Source: an optimization exercise on an open RTL-to-GDS flow (aim: small area and a short achievable clock period). Production flows keep margins and buffers that such runs may drop. Function was checked by simulation only, so behaviour that the tests miss may differ from the original.

==> flow/design.v (outline; a module is shown in full before it is edited, if it fits) <==
// module fir_gen: 2398 lines
// module fir_fa: 4 lines
// module fir_cpa: 4 lines
// module fir_ha: 4 lines
module fir_gen (
  input clk, input reset, input Load_x,
  input signed [8:0] x_in, input signed [8:0] c_in,
  output signed [10:0] y_out);
  // ...
==> flow/run.sh <==
#!/bin/bash
# synth_recipe.tcl (not shown) runs the flow's synth.tcl, then flattens the netlist and writes it again
# the make line also repeats each setting of config.mk as NAME=value (left out here)
make -C /OpenROAD-flow-scripts/flow DESIGN_CONFIG=/design/flow/config.mk WORK_HOME=/design/flow/orfs CLKGATE_MAP_FILE= SYNTH_SCRIPT=/design/flow/synth_recipe.tcl finish
==> flow/config.mk <==
export PLATFORM = sky130hd
export DESIGN_NAME = fir_gen
export DESIGN_NICKNAME = fir_gen
export VERILOG_FILES = /design/flow/design.v
export SDC_FILE = /design/flow/constraint.sdc
export NUM_CORES = 4
export LEC_CHECK = 0
export CAP_MARGIN = 20
export CORE_MARGIN = 2
export CORE_UTILIZATION = 68
export PLACE_DENSITY = 0.75
export SETUP_SLACK_MARGIN = 3.0
export SLEW_MARGIN = 20
export SYNTH_HIERARCHICAL = 1
export SYNTH_MINIMUM_KEEP_SIZE = 0
==> flow/constraint.sdc <==
create_clock -name core_clock -period 6.0 [get_ports {clk}]
set_input_delay 1.2000 -clock core_clock [delete_from_list [all_inputs] [get_ports {clk}]]
set_output_delay 1.2000 -clock core_clock [all_outputs]
set_load 0.01 [all_outputs]
==> impl_metrics.env, run 1 <==
export IMPL_outcome="no timing/DRC/antenna violations"
export IMPL_drt_iter0_drc=3797
export IMPL_die_area_um2=69200
export IMPL_crit_start="cm[1][6]"
export IMPL_end_kind="flip-flop"
export IMPL_synth_async_reset_ratio=0.299
export IMPL_critPathKind="reg2reg"
export IMPL_reg2reg_depth=14
export IMPL_regArea_um2=16200
export IMPL_worst_slack_ps=2990
export IMPL_synth_simple_gate_area_frac=0.0213
export IMPL_synth_common_cells="fa_1 (553), dfxtp_1 (525), xnor2_1 (454), a221oi_1 (295), clkbuf_1 (281)"
export IMPL_post_route_util=0.749
export IMPL_fillers=4390
export IMPL_core_um2=66800
export IMPL_period_share=0.501
export IMPL_first_global_vias=34001
export IMPL_synth_most_common_cell="fa_1"
export IMPL_dp_hpwl_mm=79.2
export IMPL_met3_usage=0.0839
export IMPL_worstSetupStartpointType="flip-flop"
export IMPL_vias=32020
export IMPL_path_cells="or2_4, inv_2, ha_4, ha_4, nand2_1, o21ai_1, ha_1, inv_1, fa_2, inv_1, a21o_1, a21oi_2, xnor3_1, mux2_4"
export IMPL_grt_pass1_wl_mm=200
export IMPL_htree_levels=3
export IMPL_hold_ws_ps=426
export IMPL_slew_limit_headroom=0.377
export IMPL_drt_vias_per_instance=6.93
export IMPL_synth_edf_count=0
export IMPL_tightestPinTransition_ps=935
export IMPL_cts_tree="built"
export IMPL_min_path_type="reg2reg"
export IMPL_path_clk_slew_ps=60
export IMPL_cts_root_buffer="clkbuf_16"
export IMPL_drc=0
export IMPL_cts_buffer_depth=3
==> module fir_cpa, before the edit <==
module fir_cpa (input [18:0] a, input [18:0] b, output [10:0] s);
  wire [18:0] t = a + b;
  assign s = t[18:8];
endmodule
==> run 2, diff against run 1 <==
--- a/flow/design.v
+++ b/flow/design.v
@@ -48,42 +48,40 @@
     wire q = cx[3*j+1] ^ cx[3*j+3];
     wire r = cx[3*j] ^ cx[3*j+3];
     assign cin_m[4*j]   = ~p & (q ^ r);
     assign cin_m[4*j+1] = (~p & q & r) | (p & ~q & ~r);
     assign cin_m[4*j+2] = p & (q ^ r);
     assign cin_m[4*j+3] = p & q & r;
     assign cin_s[j] = cx[3*j+3];
   end endgenerate
-  reg [14:0] c0r;
-  wire [9:0] c1_raw;
-  wire [14:0] c1_r4;
-  generate for (j = 0; j < 3; j = j + 1) begin : raw1
-    wire [2:0] mag = {cm[1][4*j+3], cm[1][4*j+1] | cm[1][4*j+2], cm[1][4*j] | cm[1][4*j+2]};
-    wire [9:0] v = cs[1][j] ? (~{7'd0, mag} + 10'd1) : {7'd0, mag};
+  reg [8:0] c0raw;
+  wire [9:0] c0_raw;
+  wire [14:0] c0r;
+  generate for (j = 0; j < 3; j = j + 1) begin : raw0
+    wire [2:0] mag = {cm[0][4*j+3], cm[0][4*j+1] | cm[0][4*j+2], cm[0][4*j] | cm[0][4*j+2]};
+    wire [9:0] v = cs[0][j] ? (~{7'd0, mag} + 10'd1) : {7'd0, mag};
   end endgenerate
-  assign c1_raw = raw1[0].v + (raw1[1].v << 3) + (raw1[2].v << 6);
-  wire [10:0] c1x = {c1_raw[8], c1_raw[8:0], 1'b0};
+  assign c0_raw = raw0[0].v + (raw0[1].v << 3) + (raw0[2].v << 6);
+  wire [10:0] c0x = {c0raw[8], c0raw, 1'b0};
   generate for (j = 0; j < 5; j = j + 1) begin : rec4
-    assign c1_r4[3*j]   = c1x[2*j+1] ^ c1x[2*j];
-    assign c1_r4[3*j+1] = (c1x[2*j+2] & ~c1x[2*j+1] & ~c1x[2*j]) | (~c1x[2*j+2] & c1x[2*j+1] & c1x[2*j]);
-    assign c1_r4[3*j+2] = c1x[2*j+2];
+    assign c0r[3*j]   = c0x[2*j+1] ^ c0x[2*j];
+    assign c0r[3*j+1] = (c0x[2*j+2] & ~c0x[2*j+1] & ~c0x[2*j]) | (~c0x[2*j+2] & c0x[2*j+1] & c0x[2*j]);
+    assign c0r[3*j+2] = c0x[2*j+2];
   end endgenerate
   reg [10:0] y;
   assign y_out = y;
   integer k;
   always @(posedge clk or posedge reset)
     if (reset) begin
       for (k = 0; k < 15; k = k + 1) begin cm[k] <= 12'd0; cs[k] <= 3'd0; end
-      c0r <= 15'd0;
     end else if (!Load_x) begin
       cm[14] <= cin_m;
       cs[14] <= cin_s;
       for (k = 0; k < 14; k = k + 1) begin cm[k] <= cm[k+1]; cs[k] <= cs[k+1]; end
-      c0r <= c1_r4;
     end
   wire b14_p1 = ((cm[14][0] & ~xn[0]) | (cm[14][2] & ~x3n[0])) ^ cs[14][0];
   wire b14_p2 = ((cm[14][0] & ~xn[1]) | (cm[14][1] & ~xn[0]) | (cm[14][2] & ~x3n[1])) ^ cs[14][0];
   wire b14_p3 = ((cm[14][0] & ~xn[2]) | (cm[14][1] & ~xn[1]) | (cm[14][2] & ~x3n[2]) | (cm[14][3] & ~xn[0])) ^ cs[14][0];
   wire b14_p4 = ((cm[14][0] & ~xn[3]) | (cm[14][1] & ~xn[2]) | (cm[14][2] & ~x3n[3]) | (cm[14][3] & ~xn[1])) ^ cs[14][0];
   wire b14_p5 = ((cm[14][0] & ~xn[4]) | (cm[14][1] & ~xn[3]) | (cm[14][2] & ~x3n[4]) | (cm[14][3] & ~xn[2])) ^ cs[14][0];
   wire b14_p6 = ((cm[14][0] & ~xn[5]) | (cm[14][1] & ~xn[4]) | (cm[14][2] & ~x3n[5]) | (cm[14][3] & ~xn[3])) ^ cs[14][0];
   wire b14_p7 = ((cm[14][0] & ~xn[6]) | (cm[14][1] & ~xn[5]) | (cm[14][2] & ~x3n[6]) | (cm[14][3] & ~xn[4])) ^ cs[14][0];
@@ -1834,89 +1832,92 @@
   fir_fa u1168 (.a(r0_c1152), .b(r0_s1153), .c(b0_p1124), .s(r0_s1168), .co(r0_c1168));
   wire r0_s1169 = r0_c1153 ^ r0_s1154 ^ 1'b1;
   wire r0_c1170 = (r0_c1153 & r0_s1154) | (r0_c1153 & 1'b1) | (r0_s1154 & 1'b1);
   wire r0_s1171 = r0_c1154 ^ b0_p1126 ^ 1'b1;
   wire r0_c1172 = (r0_c1154 & b0_p1126) | (r0_c1154 & 1'b1) | (b0_p1126 & 1'b1);
   wire r0_s1173 = b0_p1127 ^ 1'b1;
   wire r0_c1174 = b0_p1127 & 1'b1;
   wire f_s1175, f_c1175;
-  fir_fa u1175 (.a(q0[0]), .b(q1[0]), .c(a1_0[0]), .s(f_s1175), .co(f_c1175));
+  fir_ha u1175 (.a(q0[0]), .b(q1[0]), .s(f_s1175), .co(f_c1175));
   wire f_s1176, f_c1176;
-  fir_fa u1176 (.a(q0[1]), .b(a1_0[1]), .c(f_c1175), .s(f_s1176), .co(f_c1176));
+  fir_ha u1176 (.a(q0[4]), .b(q1[4]), .s(f_s1176), .co(f_c1176));
   wire f_s1177, f_c1177;
-  fir_fa u1177 (.a(q0[2]), .b(q1[2]), .c(a1_0[2]), .s(f_s1177), .co(f_c1177));
+  fir_ha u1177 (.a(q0[5]), .b(q1[5]), .s(f_s1177), .co(f_c1177));
   wire f_s1178, f_c1178;
-  fir_fa u1178 (.a(q0[3]), .b(q1[3]), .c(a1_0[3]), .s(f_s1178), .co(f_c1178));
+  fir_fa u1178 (.a(q0[6]), .b(q1[6]), .c(a1_0[6]), .s(f_s1178), .co(f_c1178));
   wire f_s1179, f_c1179;
-  fir_fa u1179 (.a(q0[4]), .b(q1[4]), .c(a1_0[4]), .s(f_s1179), .co(f_c1179));
+  fir_ha u1179 (.a(q0[7]), .b(q1[7]), .s(f_s1179), .co(f_c1179));
   wire f_s1180, f_c1180;
-  fir_fa u1180 (.a(a1_1[4]), .b(f_c1178), .c(f_s1179), .s(f_s1180), .co(f_c1180));
+  fir_fa u1180 (.a(q0[8]), .b(q1[8]), .c(a1_0[8]), .s(f_s1180), .co(f_c1180));
   wire f_s1181, f_c1181;
-  fir_fa u1181 (.a(q0[5]), .b(q1[5]), .c(a1_0[5]), .s(f_s1181), .co(f_c1181));
+  fir_fa u1181 (.a(q0[9]), .b(q1[9]), .c(a1_0[9]), .s(f_s1181), .co(f_c1181));
   wire f_s1182, f_c1182;
-  fir_ha u1182 (.a(f_c1179), .b(f_s1181), .s(f_s1182), .co(f_c1182));
+  fir_fa u1182 (.a(q0[10]), .b(q1[10]), .c(a1_0[10]), .s(f_s1182), .co(f_c1182));
   wire f_s1183, f_c1183;
-  fir_fa u1183 (.a(q0[6]), .b(q1[6]), .c(a1_0[6]), .s(f_s1183), .co(f_c1183));
+  fir_fa u1183 (.a(q0[11]), .b(q1[11]), .c(a1_0[11]), .s(f_s1183), .co(f_c1183));
   wire f_s1184, f_c1184;
-  fir_fa u1184 (.a(a1_1[6]), .b(f_c1181), .c(f_s1183), .s(f_s1184), .co(f_c1184));
+  fir_fa u1184 (.a(q0[12]), .b(q1[12]), .c(a1_0[12]), .s(f_s1184), .co(f_c1184));
   wire f_s1185, f_c1185;
-  fir_fa u1185 (.a(q0[7]), .b(q1[7]), .c(a1_0[7]), .s(f_s1185), .co(f_c1185));
+  fir_fa u1185 (.a(q0[13]), .b(q1[13]), .c(a1_0[13]), .s(f_s1185), .co(f_c1185));
   wire f_s1186, f_c1186;
-  fir_ha u1186 (.a(f_c1183), .b(f_s1185), .s(f_s1186), .co(f_c1186));
+  fir_fa u1186 (.a(q0[14]), .b(q1[14]), .c(a1_0[14]), .s(f_s1186), .co(f_c1186));
   wire f_s1187, f_c1187;
-  fir_fa u1187 (.a(q0[8]), .b(q1[8]), .c(a1_0[8]), .s(f_s1187), .co(f_c1187));
+  fir_fa u1187 (.a(q0[15]), .b(q1[15]), .c(a1_0[15]), .s(f_s1187), .co(f_c1187));
   wire f_s1188, f_c1188;
-  fir_fa u1188 (.a(a1_1[8]), .b(f_c1185), .c(f_s1187), .s(f_s1188), .co(f_c1188));
+  fir_fa u1188 (.a(q0[16]), .b(q1[16]), .c(a1_0[16]), .s(f_s1188), .co(f_c1188));
   wire f_s1189, f_c1189;
-  fir_fa u1189 (.a(q0[9]), .b(q1[9]), .c(a1_0[9]), .s(f_s1189), .co(f_c1189));
-  wire f_s1190, f_c1190;
-  fir_fa u1190 (.a(a1_1[9]), .b(f_c1187), .c(f_s1189), .s(f_s1190), .co(f_c1190));
+  fir_fa u1189 (.a(q0[17]), .b(q1[17]), .c(a1_0[17]), .s(f_s1189), .co(f_c1189));
+  wire f_s1190 = q0[18] ^ 1'b1;
   wire f_s1191, f_c1191;
-  fir_fa u1191 (.a(q0[10]), .b(q1[10]), .c(a1_0[10]), .s(f_s1191), .co(f_c1191));
+  fir_ha u1191 (.a(f_s1175), .b(a1_0[0]), .s(f_s1191), .co(f_c1191));
   wire f_s1192, f_c1192;
-  fir_fa u1192 (.a(a1_1[10]), .b(f_c1189), .c(f_s1191), .s(f_s1192), .co(f_c1192));
+  fir_fa u1192 (.a(f_c1175), .b(q0[1]), .c(a1_0[1]), .s(f_s1192), .co(f_c1192));
   wire f_s1193, f_c1193;
-  fir_fa u1193 (.a(q0[11]), .b(q1[11]), .c(a1_0[11]), .s(f_s1193), .co(f_c1193));
+  fir_fa u1193 (.a(q0[2]), .b(q1[2]), .c(a1_0[2]), .s(f_s1193), .co(f_c1193));
   wire f_s1194, f_c1194;
-  fir_fa u1194 (.a(a1_1[11]), .b(f_c1191), .c(f_s1193), .s(f_s1194), .co(f_c1194));
+  fir_fa u1194 (.a(q0[3]), .b(q1[3]), .c(a1_0[3]), .s(f_s1194), .co(f_c1194));
   wire f_s1195, f_c1195;
-  fir_fa u1195 (.a(q0[12]), .b(q1[12]), .c(a1_0[12]), .s(f_s1195), .co(f_c1195));
+  fir_fa u1195 (.a(f_s1176), .b(a1_0[4]), .c(a1_1[4]), .s(f_s1195), .co(f_c1195));
   wire f_s1196, f_c1196;
-  fir_fa u1196 (.a(a1_1[12]), .b(f_c1193), .c(f_s1195), .s(f_s1196), .co(f_c1196));
+  fir_fa u1196 (.a(f_c1176), .b(f_s1177), .c(a1_0[5]), .s(f_s1196), .co(f_c1196));
   wire f_s1197, f_c1197;
-  fir_fa u1197 (.a(q0[13]), .b(q1[13]), .c(a1_0[13]), .s(f_s1197), .co(f_c1197));
+  fir_fa u1197 (.a(f_c1177), .b(f_s1178), .c(a1_1[6]), .s(f_s1197), .co(f_c1197));
   wire f_s1198, f_c1198;
-  fir_fa u1198 (.a(a1_1[13]), .b(f_c1195), .c(f_s1197), .s(f_s1198), .co(f_c1198));
+  fir_fa u1198 (.a(f_c1178), .b(f_s1179), .c(a1_0[7]), .s(f_s1198), .co(f_c1198));
   wire f_s1199, f_c1199;
-  fir_fa u1199 (.a(q0[14]), .b(q1[14]), .c(a1_0[14]), .s(f_s1199), .co(f_c1199));
+  fir_fa u1199 (.a(f_c1179), .b(f_s1180), .c(a1_1[8]), .s(f_s1199), .co(f_c1199));
   wire f_s1200, f_c1200;
-  fir_fa u1200 (.a(a1_1[14]), .b(f_c1197), .c(f_s1199), .s(f_s1200), .co(f_c1200));
+  fir_fa u1200 (.a(f_c1180), .b(f_s1181), .c(a1_1[9]), .s(f_s1200), .co(f_c1200));
   wire f_s1201, f_c1201;
-  fir_fa u1201 (.a(q0[15]), .b(q1[15]), .c(a1_0[15]), .s(f_s1201), .co(f_c1201));
+  fir_fa u1201 (.a(f_c1181), .b(f_s1182), .c(a1_1[10]), .s(f_s1201), .co(f_c1201));
   wire f_s1202, f_c1202;
-  fir_fa u1202 (.a(a1_1[15]), .b(f_c1199), .c(f_s1201), .s(f_s1202), .co(f_c1202));
+  fir_fa u1202 (.a(f_c1182), .b(f_s1183), .c(a1_1[11]), .s(f_s1202), .co(f_c1202));
   wire f_s1203, f_c1203;
-  fir_fa u1203 (.a(q0[16]), .b(q1[16]), .c(a1_0[16]), .s(f_s1203), .co(f_c1203));
+  fir_fa u1203 (.a(f_c1183), .b(f_s1184), .c(a1_1[12]), .s(f_s1203), .co(f_c1203));
   wire f_s1204, f_c1204;
-  fir_fa u1204 (.a(a1_1[16]), .b(f_c1201), .c(f_s1203), .s(f_s1204), .co(f_c1204));
+  fir_fa u1204 (.a(f_c1184), .b(f_s1185), .c(a1_1[13]), .s(f_s1204), .co(f_c1204));
   wire f_s1205, f_c1205;
-  fir_fa u1205 (.a(q0[17]), .b(q1[17]), .c(a1_0[17]), .s(f_s1205), .co(f_c1205));
+  fir_fa u1205 (.a(f_c1185), .b(f_s1186), .c(a1_1[14]), .s(f_s1205), .co(f_c1205));
   wire f_s1206, f_c1206;
-  fir_fa u1206 (.a(a1_1[17]), .b(f_c1203), .c(f_s1205), .s(f_s1206), .co(f_c1206));
-  wire f_s1207 = 1'b1 ^ q0[18] ^ a1_0[18];
-  wire f_s1208 = f_c1205 ^ f_s1207;
-  wire [18:0] fa = {f_s1208, f_c1204, f_c1202, f_c1200, f_c1198, f_c1196, f_c1194, f_c1192, f_c1190, f_c1188, f_c1186, f_s1186, f_c1182, f_s1182, f_s1180, f_c1177, f_s1177, f_s1176, a1_1[0]};
-  wire [18:0] fb = {f_c1206, f_s1206, f_s1204, f_s1202, f_s1200, f_s1198, f_s1196, f_s1194, f_s1192, f_s1190, f_s1188, f_c1184, f_s1184, f_c1180, 1'b0, f_s1178, f_c1176, 1'b0, f_s1175};
+  fir_fa u1206 (.a(f_c1186), .b(f_s1187), .c(a1_1[15]), .s(f_s1206), .co(f_c1206));
+  wire f_s1207, f_c1207;
+  fir_fa u1207 (.a(f_c1187), .b(f_s1188), .c(a1_1[16]), .s(f_s1207), .co(f_c1207));
+  wire f_s1208, f_c1208;
+  fir_fa u1208 (.a(f_c1188), .b(f_s1189), .c(a1_1[17]), .s(f_s1208), .co(f_c1208));
+  wire f_s1209 = f_c1189 ^ f_s1190 ^ a1_0[18];
+  wire [18:0] fa = {f_c1208, f_c1207, f_c1206, f_c1205, f_c1204, f_c1203, f_c1202, f_c1201, f_c1200, f_c1199, f_c1198, f_c1197, f_c1196, f_c1195, f_c1194, f_c1193, f_c1192, f_c1191, f_s1191};
+  wire [18:0] fb = {f_s1209, f_s1208, f_s1207, f_s1206, f_s1205, f_s1204, f_s1203, f_s1202, f_s1201, f_s1200, f_s1199, f_s1198, f_s1197, f_s1196, f_s1195, f_s1194, f_s1193, f_s1192, a1_1[0]};
   wire [10:0] fs_hi;
   fir_cpa ucpa (.a(fa), .b(fb), .s(fs_hi));
   wire [18:0] fs = {fs_hi, 8'd0};
   always @(posedge clk) begin
       x <= x_in;
       x3 <= x3_in;
+      c0raw <= c0_raw[8:0];
       xn <= ~x_in;
       x3n <= ~x3_in;
       a14_0[0] <= cs[14][0];
       a14_1[0] <= b14_p1;
       a14_0[1] <= b14_p2;
       a14_0[2] <= b14_p3;
       a14_0[3] <= r14_s37;
       a14_0[4] <= r14_s38;
@@ -2396,15 +2397,221 @@
       y <= fs[18:8];
   end
 endmodule
 module fir_fa (input a, input b, input c, output s, output co);
   assign s = a ^ b ^ c;
   assign co = (a & b) | (a & c) | (b & c);
 endmodule
 module fir_cpa (input [18:0] a, input [18:0] b, output [10:0] s);
-  wire [18:0] t = a + b;
-  assign s = t[18:8];
+  wire [18:0] p0 = a ^ b;
+  wire [18:0] g0 = a & b;
+  wire [18:0] g1, p1;
+  assign g1[0] = g0[0];
+  assign p1[0] = p0[0];
+  assign g1[1] = g0[1] | (p0[1] & g0[0]);
+  assign p1[1] = p0[1] & p0[0];
+  assign g1[2] = g0[2] | (p0[2] & g0[1]);
+  assign p1[2] = p0[2] & p0[1];
+  assign g1[3] = g0[3] | (p0[3] & g0[2]);
+  assign p1[3] = p0[3] & p0[2];
+  assign g1[4] = g0[4] | (p0[4] & g0[3]);
+  assign p1[4] = p0[4] & p0[3];
+  assign g1[5] = g0[5] | (p0[5] & g0[4]);
+  assign p1[5] = p0[5] & p0[4];
+  assign g1[6] = g0[6] | (p0[6] & g0[5]);
+  assign p1[6] = p0[6] & p0[5];
+  assign g1[7] = g0[7] | (p0[7] & g0[6]);
+  assign p1[7] = p0[7] & p0[6];
+  assign g1[8] = g0[8] | (p0[8] & g0[7]);
+  assign p1[8] = p0[8] & p0[7];
+  assign g1[9] = g0[9] | (p0[9] & g0[8]);
+  assign p1[9] = p0[9] & p0[8];
+  assign g1[10] = g0[10] | (p0[10] & g0[9]);
+  assign p1[10] = p0[10] & p0[9];
+  assign g1[11] = g0[11] | (p0[11] & g0[10]);
+  assign p1[11] = p0[11] & p0[10];
+  assign g1[12] = g0[12] | (p0[12] & g0[11]);
+  assign p1[12] = p0[12] & p0[11];
+  assign g1[13] = g0[13] | (p0[13] & g0[12]);
+  assign p1[13] = p0[13] & p0[12];
+  assign g1[14] = g0[14] | (p0[14] & g0[13]);
+  assign p1[14] = p0[14] & p0[13];
+  assign g1[15] = g0[15] | (p0[15] & g0[14]);
+  assign p1[15] = p0[15] & p0[14];
+  assign g1[16] = g0[16] | (p0[16] & g0[15]);
+  assign p1[16] = p0[16] & p0[15];
+  assign g1[17] = g0[17] | (p0[17] & g0[16]);
+  assign p1[17] = p0[17] & p0[16];
+  assign g1[18] = g0[18] | (p0[18] & g0[17]);
+  assign p1[18] = p0[18] & p0[17];
+  wire [18:0] g2, p2;
+  assign g2[0] = g1[0];
+  assign p2[0] = p1[0];
+  assign g2[1] = g1[1];
+  assign p2[1] = p1[1];
+  assign g2[2] = g1[2] | (p1[2] & g1[0]);
+  assign p2[2] = p1[2] & p1[0];
+  assign g2[3] = g1[3] | (p1[3] & g1[1]);
+  assign p2[3] = p1[3] & p1[1];
+  assign g2[4] = g1[4] | (p1[4] & g1[2]);
+  assign p2[4] = p1[4] & p1[2];
+  assign g2[5] = g1[5] | (p1[5] & g1[3]);
+  assign p2[5] = p1[5] & p1[3];
+  assign g2[6] = g1[6] | (p1[6] & g1[4]);
+  assign p2[6] = p1[6] & p1[4];
+  assign g2[7] = g1[7] | (p1[7] & g1[5]);
+  assign p2[7] = p1[7] & p1[5];
+  assign g2[8] = g1[8] | (p1[8] & g1[6]);
+  assign p2[8] = p1[8] & p1[6];
+  assign g2[9] = g1[9] | (p1[9] & g1[7]);
+  assign p2[9] = p1[9] & p1[7];
+  assign g2[10] = g1[10] | (p1[10] & g1[8]);
+  assign p2[10] = p1[10] & p1[8];
+  assign g2[11] = g1[11] | (p1[11] & g1[9]);
+  assign p2[11] = p1[11] & p1[9];
+  assign g2[12] = g1[12] | (p1[12] & g1[10]);
+  assign p2[12] = p1[12] & p1[10];
+  assign g2[13] = g1[13] | (p1[13] & g1[11]);
+  assign p2[13] = p1[13] & p1[11];
+  assign g2[14] = g1[14] | (p1[14] & g1[12]);
+  assign p2[14] = p1[14] & p1[12];
+  assign g2[15] = g1[15] | (p1[15] & g1[13]);
+  assign p2[15] = p1[15] & p1[13];
+  assign g2[16] = g1[16] | (p1[16] & g1[14]);
+  assign p2[16] = p1[16] & p1[14];
+  assign g2[17] = g1[17] | (p1[17] & g1[15]);
+  assign p2[17] = p1[17] & p1[15];
+  assign g2[18] = g1[18] | (p1[18] & g1[16]);
+  assign p2[18] = p1[18] & p1[16];
+  wire [18:0] g3, p3;
+  assign g3[0] = g2[0];
+  assign p3[0] = p2[0];
+  assign g3[1] = g2[1];
+  assign p3[1] = p2[1];
+  assign g3[2] = g2[2];
+  assign p3[2] = p2[2];
+  assign g3[3] = g2[3];
+  assign p3[3] = p2[3];
+  assign g3[4] = g2[4] | (p2[4] & g2[0]);
+  assign p3[4] = p2[4] & p2[0];
+  assign g3[5] = g2[5] | (p2[5] & g2[1]);
+  assign p3[5] = p2[5] & p2[1];
+  assign g3[6] = g2[6] | (p2[6] & g2[2]);
+  assign p3[6] = p2[6] & p2[2];
+  assign g3[7] = g2[7] | (p2[7] & g2[3]);
+  assign p3[7] = p2[7] & p2[3];
+  assign g3[8] = g2[8] | (p2[8] & g2[4]);
+  assign p3[8] = p2[8] & p2[4];
+  assign g3[9] = g2[9] | (p2[9] & g2[5]);
+  assign p3[9] = p2[9] & p2[5];
+  assign g3[10] = g2[10] | (p2[10] & g2[6]);
+  assign p3[10] = p2[10] & p2[6];
+  assign g3[11] = g2[11] | (p2[11] & g2[7]);
+  assign p3[11] = p2[11] & p2[7];
+  assign g3[12] = g2[12] | (p2[12] & g2[8]);
+  assign p3[12] = p2[12] & p2[8];
+  assign g3[13] = g2[13] | (p2[13] & g2[9]);
+  assign p3[13] = p2[13] & p2[9];
+  assign g3[14] = g2[14] | (p2[14] & g2[10]);
+  assign p3[14] = p2[14] & p2[10];
+  assign g3[15] = g2[15] | (p2[15] & g2[11]);
+  assign p3[15] = p2[15] & p2[11];
+  assign g3[16] = g2[16] | (p2[16] & g2[12]);
+  assign p3[16] = p2[16] & p2[12];
+  assign g3[17] = g2[17] | (p2[17] & g2[13]);
+  assign p3[17] = p2[17] & p2[13];
+  assign g3[18] = g2[18] | (p2[18] & g2[14]);
+  assign p3[18] = p2[18] & p2[14];
+  wire [18:0] g4, p4;
+  assign g4[0] = g3[0];
+  assign p4[0] = p3[0];
+  assign g4[1] = g3[1];
+  assign p4[1] = p3[1];
+  assign g4[2] = g3[2];
+  assign p4[2] = p3[2];
+  assign g4[3] = g3[3];
+  assign p4[3] = p3[3];
+  assign g4[4] = g3[4];
+  assign p4[4] = p3[4];
+  assign g4[5] = g3[5];
+  assign p4[5] = p3[5];
+  assign g4[6] = g3[6];
+  assign p4[6] = p3[6];
+  assign g4[7] = g3[7];
+  assign p4[7] = p3[7];
+  assign g4[8] = g3[8] | (p3[8] & g3[0]);
+  assign p4[8] = p3[8] & p3[0];
+  assign g4[9] = g3[9] | (p3[9] & g3[1]);
+  assign p4[9] = p3[9] & p3[1];
+  assign g4[10] = g3[10] | (p3[10] & g3[2]);
+  assign p4[10] = p3[10] & p3[2];
+  assign g4[11] = g3[11] | (p3[11] & g3[3]);
+  assign p4[11] = p3[11] & p3[3];
+  assign g4[12] = g3[12] | (p3[12] & g3[4]);
+  assign p4[12] = p3[12] & p3[4];
+  assign g4[13] = g3[13] | (p3[13] & g3[5]);
+  assign p4[13] = p3[13] & p3[5];
+  assign g4[14] = g3[14] | (p3[14] & g3[6]);
+  assign p4[14] = p3[14] & p3[6];
+  assign g4[15] = g3[15] | (p3[15] & g3[7]);
+  assign p4[15] = p3[15] & p3[7];
+  assign g4[16] = g3[16] | (p3[16] & g3[8]);
+  assign p4[16] = p3[16] & p3[8];
+  assign g4[17] = g3[17] | (p3[17] & g3[9]);
+  assign p4[17] = p3[17] & p3[9];
+  assign g4[18] = g3[18] | (p3[18] & g3[10]);
+  assign p4[18] = p3[18] & p3[10];
+  wire [18:0] g5, p5;
+  assign g5[0] = g4[0];
+  assign p5[0] = p4[0];
+  assign g5[1] = g4[1];
+  assign p5[1] = p4[1];
+  assign g5[2] = g4[2];
+  assign p5[2] = p4[2];
+  assign g5[3] = g4[3];
+  assign p5[3] = p4[3];
+  assign g5[4] = g4[4];
+  assign p5[4] = p4[4];
+  assign g5[5] = g4[5];
+  assign p5[5] = p4[5];
+  assign g5[6] = g4[6];
+  assign p5[6] = p4[6];
+  assign g5[7] = g4[7];
+  assign p5[7] = p4[7];
+  assign g5[8] = g4[8];
+  assign p5[8] = p4[8];
+  assign g5[9] = g4[9];
+  assign p5[9] = p4[9];
+  assign g5[10] = g4[10];
+  assign p5[10] = p4[10];
+  assign g5[11] = g4[11];
+  assign p5[11] = p4[11];
+  assign g5[12] = g4[12];
+  assign p5[12] = p4[12];
+  assign g5[13] = g4[13];
+  assign p5[13] = p4[13];
+  assign g5[14] = g4[14];
+  assign p5[14] = p4[14];
+  assign g5[15] = g4[15];
+  assign p5[15] = p4[15];
+  assign g5[16] = g4[16] | (p4[16] & g4[0]);
+  assign p5[16] = p4[16] & p4[0];
+  assign g5[17] = g4[17] | (p4[17] & g4[1]);
+  assign p5[17] = p4[17] & p4[1];
+  assign g5[18] = g4[18] | (p4[18] & g4[2]);
+  assign p5[18] = p4[18] & p4[2];
+  assign s[0] = p0[8] ^ g5[7];
+  assign s[1] = p0[9] ^ g5[8];
+  assign s[2] = p0[10] ^ g5[9];
+  assign s[3] = p0[11] ^ g5[10];
+  assign s[4] = p0[12] ^ g5[11];
+  assign s[5] = p0[13] ^ g5[12];
+  assign s[6] = p0[14] ^ g5[13];
+  assign s[7] = p0[15] ^ g5[14];
+  assign s[8] = p0[16] ^ g5[15];
+  assign s[9] = p0[17] ^ g5[16];
+  assign s[10] = p0[18] ^ g5[17];
 endmodule
 module fir_ha (input a, input b, output s, output co);
   assign s = a ^ b;
   assign co = a & b;
 endmodule
==> flow/config.mk (replaced) <==
export PLATFORM = sky130hd
export DESIGN_NAME = fir_gen
export DESIGN_NICKNAME = fir_gen
export VERILOG_FILES = /design/flow/design.v
export SDC_FILE = /design/flow/constraint.sdc
export NUM_CORES = 4
export LEC_CHECK = 0
export CAP_MARGIN = 20
export CORE_MARGIN = 2
export CORE_UTILIZATION = 55
export SETUP_SLACK_MARGIN = 2.9
export SLEW_MARGIN = 20
export SYNTH_HIERARCHICAL = 1
export SYNTH_MINIMUM_KEEP_SIZE = 0
==> run 2 against run 1 <==
Critical path depth shrank 8. Utilization shrank 15 points. Via count shrank 2.8%.
==> impl_metrics.env, run 2 <==
export IMPL_rows=107
export IMPL_io_pins=32
export IMPL_yosysTopAreaCell="fa_1"
export IMPL_postSynthCellCount=3876
export IMPL_cts_root_buffer="clkbuf_16"
export IMPL_grt_ovfl_total=0
export IMPL_drt_vias_per_instance=6.38
export IMPL_r2r_start="x3[7]"
export IMPL_core_um2=85100
export IMPL_final_area_um2=50900
export IMPL_synth_main_ff_cell="dfxtp_1"
export IMPL_place_ws_ps=1470
export IMPL_largest_reg_flops=180
export IMPL_clkSinkCount=759
export IMPL_drt_iter0_drc=2633
export IMPL_regMostFlops="cm"
export IMPL_nNetsFinal=4353
export IMPL_start_util=0.555
export IMPL_synth_common_cells="fa_1 (551), dfxtp_1 (534), xnor2_1 (411), dfrtp_1 (225), a221oi_1 (178)"
export IMPL_routabilityCongestion=0.843
export IMPL_worstPathMaxFanout=21
export IMPL_drv_cap=0
export IMPL_outcome="no timing/DRC/antenna violations"
export IMPL_tightestPinTransition_ps=1080
export IMPL_fin_worst_skew_ps=25.9
export IMPL_port_buffers=31
export IMPL_path_clk_slew_ps=60
export IMPL_final_common_cell="fa_1"
export IMPL_ant_nets=0
export IMPL_avgSynthCellArea_um2=12.2
export IMPL_cts_tree="built"
export IMPL_grt_max_degree=146
export IMPL_antenna_found_initial=0
export IMPL_die_y_um=297
export IMPL_drc=0
export IMPL_cp_required_ps=6520
export IMPL_cts_buffer_depth=3
export IMPL_period_needed_ps=3110
export IMPL_drive_gt1_frac=0.159
export IMPL_synth_seq_area_share=0.346
export IMPL_most_common_layout_cells="fa_1 (544), dfxtp_1 (505), xnor2_1 (410), dfrtp_1 (225), mux2_2 (175)"
export IMPL_n_antenna_cell=0
export IMPL_period_share=0.518
export IMPL_syn2layout_area_growth_pct=7.87
export IMPL_wl_per_cell_um=27.3
export IMPL_netlist_cell_type_count=64
export IMPL_synth_top_area_share=0.234
export IMPL_wl_mm=133
export IMPL_worst_slack_ps=2890
export IMPL_worst_ep_arrival_time_ps=3620
export IMPL_die_area_um2=88200
export IMPL_vias=31123
export IMPL_clk_latency_ps=660
export IMPL_end_kind="flip-flop"
export IMPL_die_x_um=297
export IMPL_synth_edf_count=0
export IMPL_synth_most_common_cell="fa_1"
export IMPL_worstSetupStartpointType="flip-flop"
export IMPL_synth_seq_cells=759
export IMPL_dp_hpwl_mm=86.0
export IMPL_cts_hold_buf=0
export IMPL_crit_start="x3[7]"
export IMPL_track_usage=0.306
export IMPL_hold_viol=0
export IMPL_synth_warnings=11
export IMPL_setup_tns_ps=0
export IMPL_setup_violations=0
export IMPL_reg_top3="cm x180, cs x45"
export IMPL_post_route_util=0.598
export IMPL_numCtsBuffers=87
export IMPL_htree_levels=3
export IMPL_synth_area_leaders="fa_1 (23%), dfxtp_1 (23%), dfrtp_1 (12%)"
export IMPL_synth_async_reset_ratio=0.296
export IMPL_min_from="a9_0[18]"
export IMPL_slew_violations=0
export IMPL_place_area_um2=47600
export IMPL_first_global_vias=33319
export IMPL_dr_pass1_iters=6
export IMPL_fmaxAchievable_mhz=322
export IMPL_critPathKind="reg2reg"
export IMPL_min_path_type="reg2reg"
export IMPL_grt_pass1_wl_mm=208
export IMPL_syn_area_um2=47200
export IMPL_rsz0062_at_grt="yes"
export IMPL_slew_limit_headroom=0.279
==> run 2: changes by cell type after synthesis, moves of 10 or more <==
cell      delta
buf_6       +24
o21ai_0     +17
buf_1       -63
mux2_2      +17
a221oi_1   -117
a22oi_1     -26
a221oi_2   +136
xnor2_1     -43
buf_2      +144
mux2i_1     +17
inv_1       -10
buf_4       +18
clkbuf_1   -122
==> run 2: repair_timing <==
| item | 4_1_cts | 5_1_grt |
|---|---|---|
| gates resized for setup | 74 | 38 |
| setup endpoints to repair | 241 | 66 |
| pin swaps | 4 | 2 |
| gates cloned | 1 | 0 |
| buffers inserted | 3 | 1 |
==> run 2: worst paths after layout <==
check / to / slack, ps / cells past startpoint
max in group asynchronous: cm[2][9] / 3720 / 3
setup reg to reg: a2_1[8] / 2890 / 6
setup / recovery: a2_1[8] / 2890 / 6
hold / removal: a8_0[18] / 420 / 1
min in group asynchronous: cm[13][5] / 960 / 2
hold reg to reg: a8_0[18] / 420 / 1
==> run 2: kinds of logic after synthesis <==
logic type | Yosys count | share of synthesized area
adder cells (fa/ha/maj) | 668 | 0.265
AND/OR/NAND/NOR | 234 | 0.0214
XOR/XNOR | 528 | 0.0979
buffers and inverters | 532 | 0.0519
multiplexers | 194 | 0.0458
flip-flops | 759 | 0.346
AO/OA/AOI/OAI | 961 | 0.173
==> run 2: critical path: stages, from the launching register on <==
cell	delay (ps)
dfxtp_2	980
a22o_1	260
a221oi_2	50
xnor2_1	220
fa_1	460
fa_1	540
fa_1	420
==> run 2: layer usage <==
| metal | GRT usage | part of all wire | up-vias |
|---|---|---|---|
| met5 | 0 | 0 | - |
| met4 | 0.108 | 0.036 | 0 |
| met3 | 0.0535 | 0.070 | 328 |
| met2 | 0.495 | 0.48 | 1266 |
| met1 | 0.418 | 0.42 | 16156 |
| li1 | - | - | 13373 |
==> run 2: modules after synthesis, one instance, submodules excluded <==
| module | cells inside | cell area (um2) | flops+latches | copies in the design |
|---|---|---|---|---|
| fir_cpa | 82 | 667 | 0 | 1 |
| fir_gen | 3177 | 34700 | 759 | 1 |
| fir_ha | 1 | 12.5 | 0 | 70 |
| fir_fa | 1 | 20.0 | 0 | 547 |
==> run 2: through the flow <==
| stage | hold slack (ps) | cells |
|---|---|---|
| after floorplan | 326 | 3876 |
| final | 423 | 4882 |
| after global placement | 416 | 4714 |
| after global routing | 435 | 4882 |
| after detailed placement | 422 | 4715 |
| after CTS | 430 | 4881 |
==> run 2: area by class of cell <==
type | instances | area (um2)
Fill cell | 7019 | 34200
Multi-Input combinational cell | 2585 | 28600
Sequential cell | 759 | 16400
Clock buffer | 129 | 2570
Tap cell | 1144 | 1430
Timing Repair Buffer | 83 | 893
Inverter | 149 | 618
Clock inverter | 33 | 478
==> run 3, diff against run 2 <==
--- a/flow/config.mk
+++ b/flow/config.mk
@@ -7,8 +7,8 @@
 export LEC_CHECK = 0
 export CAP_MARGIN = 20
 export CORE_MARGIN = 2
-export CORE_UTILIZATION = 55
-export SETUP_SLACK_MARGIN = 2.9
+export CORE_UTILIZATION = 68
+export SETUP_SLACK_MARGIN = 3.0
 export SLEW_MARGIN = 20
 export SYNTH_HIERARCHICAL = 1
 export SYNTH_MINIMUM_KEEP_SIZE = 0
==> run 3 against run 2 <==
Largest cell class unchanged. Clock skew increased by 6.8 ps. Highest routed layer is now met5. Wire length is 3.2% lower.
==> impl_metrics.env, run 3 <==
export IMPL_drive_gt1_frac=0.170
export IMPL_cp_required_ps=6500
export IMPL_io_pins=32
export IMPL_final_cells=4668
export IMPL_period_share=0.502
export IMPL_drt_vias_per_instance=6.80
export IMPL_nNetsFinal=4357
export IMPL_first_global_vias=34072
export IMPL_critPathBufInv=3
export IMPL_dp_hpwl_mm=81.3
export IMPL_path_clk_slew_ps=60
export IMPL_placed_cells=4495
export IMPL_synth_async_reset_ratio=0.296
export IMPL_worstSetupStartpointType="flip-flop"
export IMPL_path_cells="buf_12, inv_2, buf_12, a22o_1, a221oi_2, xnor2_1, fa_2, fa_1, fa_1"
export IMPL_die_area_um2=71600
export IMPL_wl_per_cell_um=27.6
export IMPL_die_y_um=268
export IMPL_final_common_cell="fa_1"
export IMPL_fin_worst_skew_ps=32.7
export IMPL_place_ws_ps=1410
export IMPL_hold_ws_ps=426
export IMPL_routabilityCongestion=0.876
export IMPL_critPathKind="reg2reg"
export IMPL_critPathTopFamily="adder cells"
export IMPL_grt_ovfl_total=0
export IMPL_grt_max_degree=181
export IMPL_yosysTopAreaCell="fa_1"
export IMPL_synth_common_cells="fa_1 (551), dfxtp_1 (534), xnor2_1 (411), dfrtp_1 (225), a221oi_1 (178)"
export IMPL_drv_cap=0
export IMPL_die_x_um=268
export IMPL_fillers=4646
export IMPL_synth_main_ff_cell="dfxtp_1"
export IMPL_grt_pass1_wl_mm=200
export IMPL_worstPathMaxFanout=39
export IMPL_antenna_found_initial=2
export IMPL_synth_seq_cells=759
export IMPL_rsz0062_at_grt="no"
export IMPL_slew_limit_headroom=0.418
export IMPL_synth_warnings=11
export IMPL_end_kind="flip-flop"
export IMPL_avgSynthCellArea_um2=12.2
export IMPL_port_buffers=31
export IMPL_clkSinkCount=759
export IMPL_synth_edf_count=0
export IMPL_hold_viol=0
export IMPL_synth_top_area_share=0.234
export IMPL_synth_seq_area_share=0.346
export IMPL_slew_violations=0
export IMPL_dr_pass1_iters=6
export IMPL_worst_slack_ps=2990
export IMPL_largest_reg_flops=180
export IMPL_worst_ep_arrival_time_ps=3520
export IMPL_outcome="no timing/DRC/antenna violations"
export IMPL_htree_levels=3
export IMPL_r2r_setup_slack_ps=2990
export IMPL_vias=31764
export IMPL_rows=96
export IMPL_track_usage=0.366
export IMPL_fmaxAchievable_mhz=332
export IMPL_setup_violations=0
export IMPL_syn_area_um2=47200
export IMPL_reg_top3="cm x180, cs x45"
export IMPL_start_util=0.687
export IMPL_clk_latency_ps=640
export IMPL_n_antenna_cell=0
export IMPL_synth_most_common_cell="fa_1"
export IMPL_cts_buffer_depth=3
export IMPL_post_route_util=0.743
export IMPL_reg2reg_depth=9
export IMPL_drt_iter0_drc=3673
export IMPL_final_area_um2=51000
export IMPL_cpPeakStageDelay_ps=520
export IMPL_regMostFlops="cm"
export IMPL_critPathSlowestCell="fa_1"
export IMPL_cts_tree="built"
export IMPL_tightestPinTransition_ps=873
export IMPL_wl_mm=129
export IMPL_postSynthCellCount=3876
export IMPL_ant_nets=0
export IMPL_netlist_cell_type_count=64
export IMPL_setup_tns_ps=0
export IMPL_place_area_um2=47300
export IMPL_min_delay_path_depth=1
export IMPL_cts_root_buffer="clkbuf_16"
export IMPL_synth_area_leaders="fa_1 (23%), dfxtp_1 (23%), dfrtp_1 (12%)"
export IMPL_syn2layout_area_growth_pct=8.04
export IMPL_cp_depth=9
export IMPL_core_um2=68700
export IMPL_most_common_layout_cells="fa_1 (541), dfxtp_1 (506), xnor2_1 (407), dfrtp_1 (215), mux2_2 (175)"
export IMPL_min_path_type="reg2reg"
export IMPL_drc=0
export IMPL_numCtsBuffers=82
export IMPL_period_needed_ps=3010
-- run 3: cell counts after synthesis --
No cell type changed its count.
-- run 3: cells by family (layout without fill, tap and decap cells) --
kind of cell,after synthesis,count (layout),share of synthesized area
AO/OA/AOI/OAI,961,961,0.173
flip-flops,759,759,0.346
adder cells (fa/ha/maj),668,668,0.265
buffers and inverters,532,393,0.0519
XOR/XNOR,528,528,0.0979
AND/OR/NAND/NOR,234,234,0.0214
multiplexers,194,194,0.0458
-- run 3: repair_timing --
item	CTS	global route
gates resized for setup	112	76
pin swaps	1	4
hold buffers	0	0
setup endpoints to repair	314	105
buffers inserted	3	15
gates cloned	1	1
-- run 3: worst paths after layout --
path | from | to
max | xn[7] | a10_1[9]
min | a9_0[18] | a8_0[18]
max reg2reg | xn[7] | a10_1[9]
min reg2reg | a9_0[18] | a8_0[18]
max in group asynchronous | reset | cm[1][4]
min in group asynchronous | reset | cs[13][0]
-- run 3: layer usage --
layer  vias to the layer above  global-route usage  share of wire
met3                       510              0.0739          0.086
met4                         2               0.194          0.057
li1                      13378                   -              -
met5                         -                   0        0.00014
met2                      1716               0.583           0.47
met1                     16158               0.477           0.39
-- run 3: modules after synthesis, one instance, submodules excluded --
module	cells inside	copies in the design	cell area (um2)
fir_fa	1	547	20.0
fir_cpa	82	1	667
fir_gen	3177	1	34700
fir_ha	1	70	12.5
-- run 3: final cells by class --
type	count	area [um2]	share of cell area
clock buffer	117	2570	0.0504
clock inverter	35	378	0.00741
inverter	149	643	0.0126
multi-input combinational	2585	28700	0.563
sequential	759	16400	0.322
tap	931	1160	0.0228
timing repair buffer	92	1090	0.0214
-- run 3: worst register-to-register path, stage by stage, from the launching register on --
cell      delay [ps]
dfxtp_4          410
buf_12           200
inv_2             60
buf_12           180
a22o_1           310
a221oi_2         200
xnor2_1          140
fa_2             420
fa_1             520
fa_1             420
==> run 4, diff against run 3 <==
--- a/flow/config.mk
+++ b/flow/config.mk
@@ -7,7 +7,7 @@
 export LEC_CHECK = 0
 export CAP_MARGIN = 20
 export CORE_MARGIN = 2
-export CORE_UTILIZATION = 68
+export CORE_UTILIZATION = 76
 export SETUP_SLACK_MARGIN = 3.0
 export SLEW_MARGIN = 20
 export SYNTH_HIERARCHICAL = 1
==> run 4 against run 3 <==
Via count up 4.8%. Register-to-register slack worse by 30 ps. Design area about the same. Largest cell class unchanged. Cell count down 1.8%. Critical path depth unchanged. First-iteration DRC count up 22%. Synthesized area unchanged. Setup slack worse by 29 ps. Sequential cell count unchanged. Utilization up 8.5 points. Die area down 10%. Worst hold slack about the same.
==> impl_metrics.env, run 4 <==
export IMPL_outcome="no timing/DRC/antenna violations"
export IMPL_slew_violations=0
export IMPL_period_share=0.507
export IMPL_synth_top_area_share=0.234
export IMPL_grt_pass1_wl_mm=205
export IMPL_synth_seq_area_share=0.346
export IMPL_syn_area_um2=47200
export IMPL_synth_main_ff_cell="dfxtp_1"
export IMPL_critPathBufInv=3
export IMPL_antenna_found_initial=3
export IMPL_postSynthCellCount=3876
export IMPL_worst_ep_arrival_time_ps=3560
export IMPL_reg_top3="cm x180, cs x45"
export IMPL_wl_per_cell_um=29.5
export IMPL_setup_violations=0
export IMPL_critPathSlowestCell="fa_1"
export IMPL_vias=33273
export IMPL_netlist_cell_type_count=64
export IMPL_fillers=3198
export IMPL_met2_length_mm=62.0
export IMPL_largest_reg_flops=180
export IMPL_tightestPinTransition_ps=908
export IMPL_track_usage=0.422
export IMPL_slew_limit_headroom=0.395
export IMPL_fin_worst_skew_ps=25.8
export IMPL_min_path_type="reg2reg"
export IMPL_place_area_um2=47200
export IMPL_ant_nets=0
export IMPL_synth_async_reset_ratio=0.296
export IMPL_dr_pass1_iters=10
export IMPL_synth_common_cells="fa_1 (551), dfxtp_1 (534), xnor2_1 (411), dfrtp_1 (225), a221oi_1 (178)"
export IMPL_critPathTopFamily="adder cells"
export IMPL_cpPeakStageDelay_ps=530
export IMPL_worstSetupStartpointType="flip-flop"
export IMPL_start_util=0.767
export IMPL_port_buffers=31
export IMPL_routed_wl_met3_mm=15.3
export IMPL_die_y_um=253
export IMPL_yosysTopAreaCell="fa_1"
export IMPL_die_area_um2=64100
export IMPL_numCtsBuffers=81
export IMPL_path_cells="buf_12, inv_4, buf_12, o21ai_0, o221ai_1, xor2_1, fa_1, fa_1, fa_1"
export IMPL_crit_top_cell="fa_1"
export IMPL_routabilityCongestion=0.888
export IMPL_most_common_layout_cells="fa_1 (541), dfxtp_1 (510), xnor2_1 (410), dfrtp_1 (211), mux2_2 (175)"
export IMPL_nNetsFinal=4367
export IMPL_path_clk_slew_ps=60
export IMPL_synth_area_leaders="fa_1 (23%), dfxtp_1 (23%), dfrtp_1 (12%)"
export IMPL_rows=91
export IMPL_die_x_um=253
export IMPL_end_kind="flip-flop"
export IMPL_first_global_vias=34948
export IMPL_grt_ovfl_total=0
export IMPL_cp_required_ps=6520
export IMPL_synth_most_common_cell="fa_1"
export IMPL_drive_gt1_frac=0.175
export IMPL_wl_met1_mm=48.2
export IMPL_avgSynthCellArea_um2=12.2
export IMPL_synth_edf_count=0
export IMPL_grt_max_degree=139
export IMPL_final_common_cell="fa_1"
export IMPL_hold_viol=0
export IMPL_cts_buffer_depth=3
export IMPL_clk_latency_ps=650
export IMPL_worstPathMaxFanout=18
export IMPL_top_layer="met5"
export IMPL_critPathKind="reg2reg"
export IMPL_post_route_util=0.828
export IMPL_period_needed_ps=3040
export IMPL_cts_root_buffer="clkbuf_16"
export IMPL_regMostFlops="cm"
export IMPL_setup_tns_ps=0
export IMPL_htree_levels=3
export IMPL_cts_tree="built"
export IMPL_drc=0
export IMPL_final_area_um2=51000
export IMPL_wl_mm=135
export IMPL_cts_hold_buf=0
export IMPL_drt_iter0_drc=4482
export IMPL_dp_hpwl_mm=82.4
export IMPL_synth_warnings=11
export IMPL_synth_seq_cells=759
export IMPL_io_pins=32
export IMPL_rsz0062_at_grt="yes"
export IMPL_clkSinkCount=759
export IMPL_core_um2=61600
export IMPL_drv_cap=0
export IMPL_syn2layout_area_growth_pct=7.95
export IMPL_fmaxAchievable_mhz=329
export IMPL_drt_vias_per_instance=7.26
run 4: cell counts after synthesis:
Identical to the previous run, type by type.
run 4: worst paths after layout:
| path | slack [ps] | to | startpoint | cells past startpoint |
|---|---|---|---|---|
| max | 2960 | a11_1[10] | xn[8] | 9 |
| min | 430 | a8_0[18] | a9_0[18] | 1 |
| max reg2reg | 2960 | a11_1[10] | xn[8] | 9 |
| min reg2reg | 430 | a8_0[18] | a9_0[18] | 1 |
| max in group asynchronous | 3600 | cs[9][2] | reset | 3 |
| min in group asynchronous | 1050 | cs[14][0] | reset | 2 |
run 4: metrics by stage:
stage	hold WS [ps]	cells	worst slack, ps
after floorplan	326	3876	1860
after global placement	414	4410	1490
after detailed placement	420	4410	1490
after CTS	429	4566	2950
after global routing	445	4583	2980
final	427	4584	2960
run 4: cells by family (layout without fill, tap and decap cells):
kind of cell | Yosys count | after routing | synth area share
AOI/OAI and AO/OA | 961 | 961 | 0.173
DFF | 759 | 759 | 0.346
adders and majority gates | 668 | 668 | 0.265
buffers and inverters | 532 | 402 | 0.0519
xor gates and xnor gates | 528 | 528 | 0.0979
and+or+nand+nor | 234 | 234 | 0.0214
muxes | 194 | 194 | 0.0458
other | 0 | 1 | 0
run 4: layout make-up:
type	count	area, um2	area share
multi-input cells	2585	28900	0.566
flip-flops and latches	759	16400	0.322
clock buffers	121	2420	0.0475
repair buffers	103	1290	0.0254
well taps	837	1050	0.0205
inverters	149	628	0.0123
clock inverters	29	320	0.00628
diodes	1	2.50	0.0000491
run 4: per-layer routing:
metal,vias up,global-route usage
met5,-,0
met4,4,0.271
met3,782,0.109
met2,2485,0.651
met1,16609,0.534
li1,13393,-
run 4: Yosys stat by module (local to each module, per instance):
module,copies in the design,cells
fir_gen,1,3177
fir_cpa,1,82
fir_fa,547,1
fir_ha,70,1
run 4: repair_timing:
item,in CTS,in global routing
gates cloned,2,3
resized for setup,127,98
buffers inserted,4,13
pin swaps,1,5
endpoints found under the setup margin,328,118

separate check: timing with driven ports:
In the flow no input, the clock included, has a driving cell. The finished layouts below were timed again as built, in two steps.
Step 1 (the two cells are an assumption about what drives the block):
set clk [get_ports {clk}]
set_driving_cell -lib_cell sky130_fd_sc_hd__clkbuf_16 $clk
set_driving_cell -lib_cell sky130_fd_sc_hd__buf_2 [delete_from_list [all_inputs] $clk]
Step 2 moves the port delays by t, midway between the first and last clock arrival at a register: inputs arrive t later, outputs are due t later. That takes back most of the time a late clock gives input paths.
Three values: ideal, step 1, step 2; two values: the first two.
| run | shift t [ns] | setup slack, ns | worst setup path after step 2 | latest minus earliest clock arrival (ns) | cell pins on the clock port's net |
|---|---|---|---|---|---|
| run 1 | 0.704 | 2.991 / 2.991 / 2.374 | input to register | 0.044 / 0.043 | 1 |
| run 2 | 0.716 | 2.891 / 2.891 / 2.314 | input to register | 0.031 / 0.030 | 1 |
| run 3 | 0.688 | 2.989 / 2.989 / 2.426 | input to register | 0.035 / 0.035 | 1 |
| run 4 | 0.699 | 2.959 / 2.959 / 2.437 | input to register | 0.027 / 0.027 | 1 |
After both steps every run listed still meets setup and hold. For run 1, which loses most, drivers alone change the setup slack by 0.000 ns; drivers and shift together by -0.617 ns.
